This is an optimization exercise on Yosys and OpenROAD, whose aim is small area, a short achievable clock period and few clock cycles, not a production implementation. In this exercise RTL edits were held to simulation tests only and were not proved equivalent to the original.

==> 11-03 <==
==> flow/design.v <==
module ALU(a, b, lt, eq);
	input[31:0] a, b;
	output lt, eq;
	wire[31:0] l0 = {a[31] & ~b[31], ~a[30:0] & b[30:0]};
	wire[31:0] e0 = ~(a ^ b);
	wire[15:0] l1, e1;
	wire[7:0] l2, e2;
	wire[3:0] l3, e3;
	wire[1:0] l4, e4;
	genvar i;
	generate
		for (i = 0; i < 16; i = i + 1) begin : g1
			assign l1[i] = l0[2*i+1] | (e0[2*i+1] & l0[2*i]);
			assign e1[i] = e0[2*i+1] & e0[2*i];
		end
		for (i = 0; i < 8; i = i + 1) begin : g2
			assign l2[i] = l1[2*i+1] | (e1[2*i+1] & l1[2*i]);
			assign e2[i] = e1[2*i+1] & e1[2*i];
		end
		for (i = 0; i < 4; i = i + 1) begin : g3
			assign l3[i] = l2[2*i+1] | (e2[2*i+1] & l2[2*i]);
			assign e3[i] = e2[2*i+1] & e2[2*i];
		end
		for (i = 0; i < 2; i = i + 1) begin : g4
			assign l4[i] = l3[2*i+1] | (e3[2*i+1] & l3[2*i]);
			assign e4[i] = e3[2*i+1] & e3[2*i];
		end
	endgenerate
	assign lt = l4[1] | (e4[1] & l4[0]);
	assign eq = e4[1] & e4[0];
endmodule
module adder32bit(a, b, cin, s);
	parameter N = 32;
	input[N-1:0] a, b;
	input cin;
	output[N-1:0] s;
	wire[N-1:0] g[0:5];
	wire[N-1:0] p[0:5];
	wire[N-1:0] p0 = a ^ b;
	assign g[0] = (a & b) | {{(N-1){1'b0}}, p0[0] & cin};
	assign p[0] = p0;
	genvar l, i;
	generate
		for (l = 0; l < 5; l = l + 1) begin : lvl
			for (i = 0; i < N; i = i + 1) begin : bitl
				if (i >= (1 << l)) begin : node
					assign g[l+1][i] = g[l][i] | (p[l][i] & g[l][i-(1<<l)]);
					assign p[l+1][i] = p[l][i] & p[l][i-(1<<l)];
				end else begin : pass
					assign g[l+1][i] = g[l][i];
					assign p[l+1][i] = p[l][i];
				end
			end
		end
	endgenerate
	assign s = p0 ^ {g[5][N-2:0], cin};
endmodule
module CPU(clk, rst, imem_addr, imem_rdata, dmem_addr, dmem_wdata, dmem_we, dmem_rdata);
	input clk, rst;
	output[31:0] imem_addr;
	input[31:0] imem_rdata;
	output[31:0] dmem_addr, dmem_wdata;
	output dmem_we;
	input[31:0] dmem_rdata;
	reg[31:0] eA, eB, eC;	 
	reg[4:0] eRd;
	reg eWe, eSt, eLd, eFwdLd, eBr, eJalr, ePred, eBrLt, eBrInv, eCin;
	reg eSelSum, eSelAnd, eSelOr, eSelXor, eSelSlt;
	reg[31:0] mRes, mData;
	reg[4:0] mRd;
	reg mWe, mSt, mLd;
	wire[31:0] sum;
	adder32bit aluAdd(eA, eB ^ {32{eCin}}, eCin, sum);
	wire[31:0] andv = eA & eB;
	wire[31:0] orv = eA | eB;
	wire[31:0] xorv = eA ^ eB;
	wire lt, eq;
	ALU cmp(eA, eB, lt, eq);
	wire selC = ~(eSelSum | eSelAnd | eSelOr | eSelXor | eSelSlt);
	wire[31:0] eRes = ({32{eSelSum}} & sum) | ({32{eSelAnd}} & andv) | ({32{eSelOr}} & orv) |
			({32{eSelXor}} & xorv) | {31'b0, eSelSlt & lt} | ({32{selC}} & eC);
	wire taken = (eBrLt ? lt : eq) ^ eBrInv;
	wire redirect = eJalr | (eBr & (taken ^ ePred));
	wire[31:0] redirPC = eJalr ? sum : eC;
	assign dmem_addr = mRes;
	assign dmem_wdata = mData;
	assign dmem_we = mSt;
	wire[31:0] mWb = mLd ? dmem_rdata : mRes;
	reg[31:0] rf[1:31];
	always @(posedge clk)
		if (mWe)
			rf[mRd] <= mWb;
	reg[31:0] pc;
	assign imem_addr = pc;
	reg[31:0] dInst, dPC;
	reg dValid;
	wire[31:0] inst = dInst;
	wire[4:0] op = inst[6:2];
	wire[4:0] rd = inst[11:7];
	wire[2:0] f3 = inst[14:12];
	wire[4:0] rs1 = inst[19:15];
	wire[4:0] rs2 = inst[24:20];
	wire isR = op == 5'b01100;
	wire isI = op == 5'b00100;
	wire isLW = op == 5'b00000;
	wire isSW = op == 5'b01000;
	wire isBR = op == 5'b11000;
	wire isJAL = op == 5'b11011;
	wire isJALR = op == 5'b11001;
	wire isLUI = op == 5'b01101;
	wire isALU = isR | isI;
	wire use1 = isALU | isLW | isSW | isBR | isJALR;
	wire use2 = isR | isSW | isBR;
	reg[31:0] rf1, rf2;
	integer i;
	always @* begin
		rf1 = 32'd0;
		rf2 = 32'd0;
		for (i = 1; i < 32; i = i + 1) begin
			rf1 = rf1 | ({32{rs1 == i}} & rf[i]);
			rf2 = rf2 | ({32{rs2 == i}} & rf[i]);
		end
	end
	wire e1 = eWe & (eRd == rs1);
	wire e2 = eWe & (eRd == rs2);
	wire m1 = mWe & (mRd == rs1);
	wire m2 = mWe & (mRd == rs2);
	wire[31:0] rv1 = e1 ? eRes : m1 ? mWb : rf1;
	wire[31:0] rv2 = e2 ? eRes : m2 ? mWb : rf2;
	wire stall = dValid & eLd & ((e1 & use1) | (e2 & use2 & ~isSW));
	wire fwdLd = eLd & e2;
	wire[31:0] immI = {{20{inst[31]}}, inst[31:20]};
	wire[31:0] immS = {{20{inst[31]}}, inst[31:25], inst[11:7]};
	wire[31:0] immB = {{19{inst[31]}}, inst[31], inst[7], inst[30:25], inst[11:8], 1'b0};
	wire[31:0] immJ = {{11{inst[31]}}, inst[31], inst[19:12], inst[20], inst[30:21], 1'b0};
	wire[31:0] immU = {inst[31:12], 12'b0};
	wire inv = isR & inst[30] & (f3 == 3'b000);
	wire useImm = isI | isLW | isSW | isJALR;
	wire[31:0] bval = useImm ? (isSW ? immS : immI) : rv2;
	wire pred = dValid & (isJAL | (isBR & (inst[31] | (f3 == 3'b001))));
	wire[31:0] target;
	adder32bit tgtAdd(dPC, inst[2] ? immJ : immB, 1'b0, target);
	wire[31:0] altPC = pred ? pc : target;
	wire[31:0] cval = isSW ? rv2 : isLUI ? immU : (isJAL | isJALR) ? pc : altPC;
	wire[31:0] pc4 = pc + 32'd4;
	always @(posedge clk) begin
		if (rst)
			pc <= 32'd0;
		else if (redirect)
			pc <= redirPC;
		else if (!stall)
			pc <= pred ? target : pc4;
		if (rst | redirect | (pred & !stall))
			dValid <= 1'b0;
		else if (!stall)
			dValid <= 1'b1;
		if (!stall) begin
			dInst <= imem_rdata;
			dPC <= pc;
		end
		eA <= rv1;
		eB <= bval;
		eC <= cval;
		eRd <= rd;
		ePred <= pred;
		eBrLt <= f3[2];
		eBrInv <= f3[0];
		eCin <= inv;
		eSelSum <= (isALU & (f3 == 3'b000)) | isLW | isSW;
		eSelAnd <= isALU & (f3 == 3'b111);
		eSelOr <= isALU & (f3 == 3'b110);
		eSelXor <= isALU & (f3 == 3'b100);
		eSelSlt <= isALU & (f3 == 3'b010);
		eLd <= isLW;
		eFwdLd <= fwdLd;
		if (rst | redirect | stall | !dValid) begin
			eWe <= 1'b0;
			eSt <= 1'b0;
			eBr <= 1'b0;
			eJalr <= 1'b0;
		end else begin
			eWe <= ~(isSW | isBR) & (rd != 5'd0);
			eSt <= isSW;
			eBr <= isBR;
			eJalr <= isJALR;
		end
		mRes <= eRes;
		mData <= eFwdLd ? dmem_rdata : eC;
		mRd <= eRd;
		mLd <= eLd;
		if (rst) begin
			mWe <= 1'b0;
			mSt <= 1'b0;
		end else begin
			mWe <= eWe;
			mSt <= eSt;
		end
	end
endmodule
==> flow/flow/run.sh <==
#!/bin/bash
# Layout flow: the standard ORFS flow (standard.sh, standard synthesis and
# all steps unchanged) with two settings changed:
#  - the port buffers are plain buf_4 cells instead of delay buffers.
# make's full output goes to standard.log here; ORFS's own step logs are in orfs/logs.
set -euo pipefail
cd "$(dirname "$0")/.."
bash standard.sh SETUP_SLACK_MARGIN=6.6 "BUFFER_PORTS_ARGS=-buffer_cell sky130_fd_sc_hd__buf_4" finish > standard.log 2>&1
==> flow/standard.sh <==
#!/bin/bash
# synth_recipe.tcl (not shown) runs the flow's synth.tcl, then flattens the netlist and writes it again
# the make line also repeats each setting of config.mk as NAME=value (left out here)
make -C /OpenROAD-flow-scripts/flow DESIGN_CONFIG=/design/flow/config.mk WORK_HOME=/design/flow/orfs CLKGATE_MAP_FILE= SYNTH_SCRIPT=/design/flow/synth_recipe.tcl "${@:-finish}"
==> flow/config.mk <==
export PLATFORM = sky130hd
export DESIGN_NAME = CPU
export DESIGN_NICKNAME = CPU
export VERILOG_FILES = /design/flow/design.v
export SDC_FILE = /design/flow/constraint.sdc
export NUM_CORES = 4
export LEC_CHECK = 0
export CAP_MARGIN = 20
export CORE_AREA = 2.3 2.72 361.9 361.48
export CTS_CLUSTER_DIAMETER = 60
export CTS_CLUSTER_SIZE = 25
export DIE_AREA = 0 0 364.2 364.2
export PLACE_DENSITY = 0.7
export SLEW_MARGIN = 20
==> flow/constraint.sdc <==
create_clock -name core_clock -period 10.0 [get_ports {clk}]
set_input_delay 2.0000 -clock core_clock [delete_from_list [all_inputs] [get_ports {clk}]]
set_output_delay 2.0000 -clock core_clock [all_outputs]
set_load 0.01 [all_outputs]
==> inputs of 04-10, as changes to 11-03 <==
--- a/flow/flow/run.sh
+++ b/flow/flow/run.sh
@@ -7,2 +7,2 @@
 cd "$(dirname "$0")/.."
-bash standard.sh SETUP_SLACK_MARGIN=6.6 "BUFFER_PORTS_ARGS=-buffer_cell sky130_fd_sc_hd__buf_4" finish > standard.log 2>&1
+bash standard.sh SETUP_SLACK_MARGIN=6.3 "BUFFER_PORTS_ARGS=-buffer_cell sky130_fd_sc_hd__buf_4" finish > standard.log 2>&1
- CTS_CLUSTER_SIZE: 25 -> 20
- PLACE_DENSITY: 0.7 -> default
==> reports/results.txt <==
Initial DRC Count - 12500
Clk tree area frac - 4.98%
Vias - 52400
Critical path capture point - eB[30]
Crit Reg-Reg Startpoint - eCin
Status - finished clean
Source of the figures above: 11-03

==> reports/results.txt <==
Status - finished clean
CP cell instances - clkbuf_2, or3b_2, nor2_4, clkbuf_8, a22oi_1, nand2_1, nor4_1, a31oi_2, nor2_1, a21oi_2, nand2_1, o21ai_0
Vias - 51400
Clk tree area frac - 5.39%
Critical path capture point - eC[15]
Initial DRC Count - 11400
Clock sink count - 1275
Source of the figures above: 04-10

Testbench counts of 11-03, summed over its fixed seeds: cycles 311,396.
Testbench counts of 04-10, summed over its fixed seeds: cycles 311,396.

[port drivers added, routing unchanged]
Ports are ideal in the flow. The routed layouts listed here were re-timed in OpenROAD. Step 1: set_driving_cell puts a clkbuf_16 on clk and a buf_2 on each other input, an assumption about the parent block. Step 2 moves the port delays by t, midway between the first and last clock arrival at a register: inputs arrive t later, outputs are due t later. That takes back most of the time a late clock gives input paths. Three values: no drivers, after step 1, after step 2; two values: the first two.
run	t (ns)	slack for setup (ns)	worst register clock-pin slew, ns	worst slew at a driven data input, ns	cell pins on the clock port's net
11-03	0.822	6.418 / 6.418 / 5.851	0.10 / 0.10	0.05	1
04-10	0.822	6.181 / 6.181 / 5.939	0.08 / 0.08	0.05	1
After both steps every run listed still meets setup and hold. The setup slack of 11-03, which loses most, moves by 0.000 ns with the drivers and by -0.567 ns with both steps.
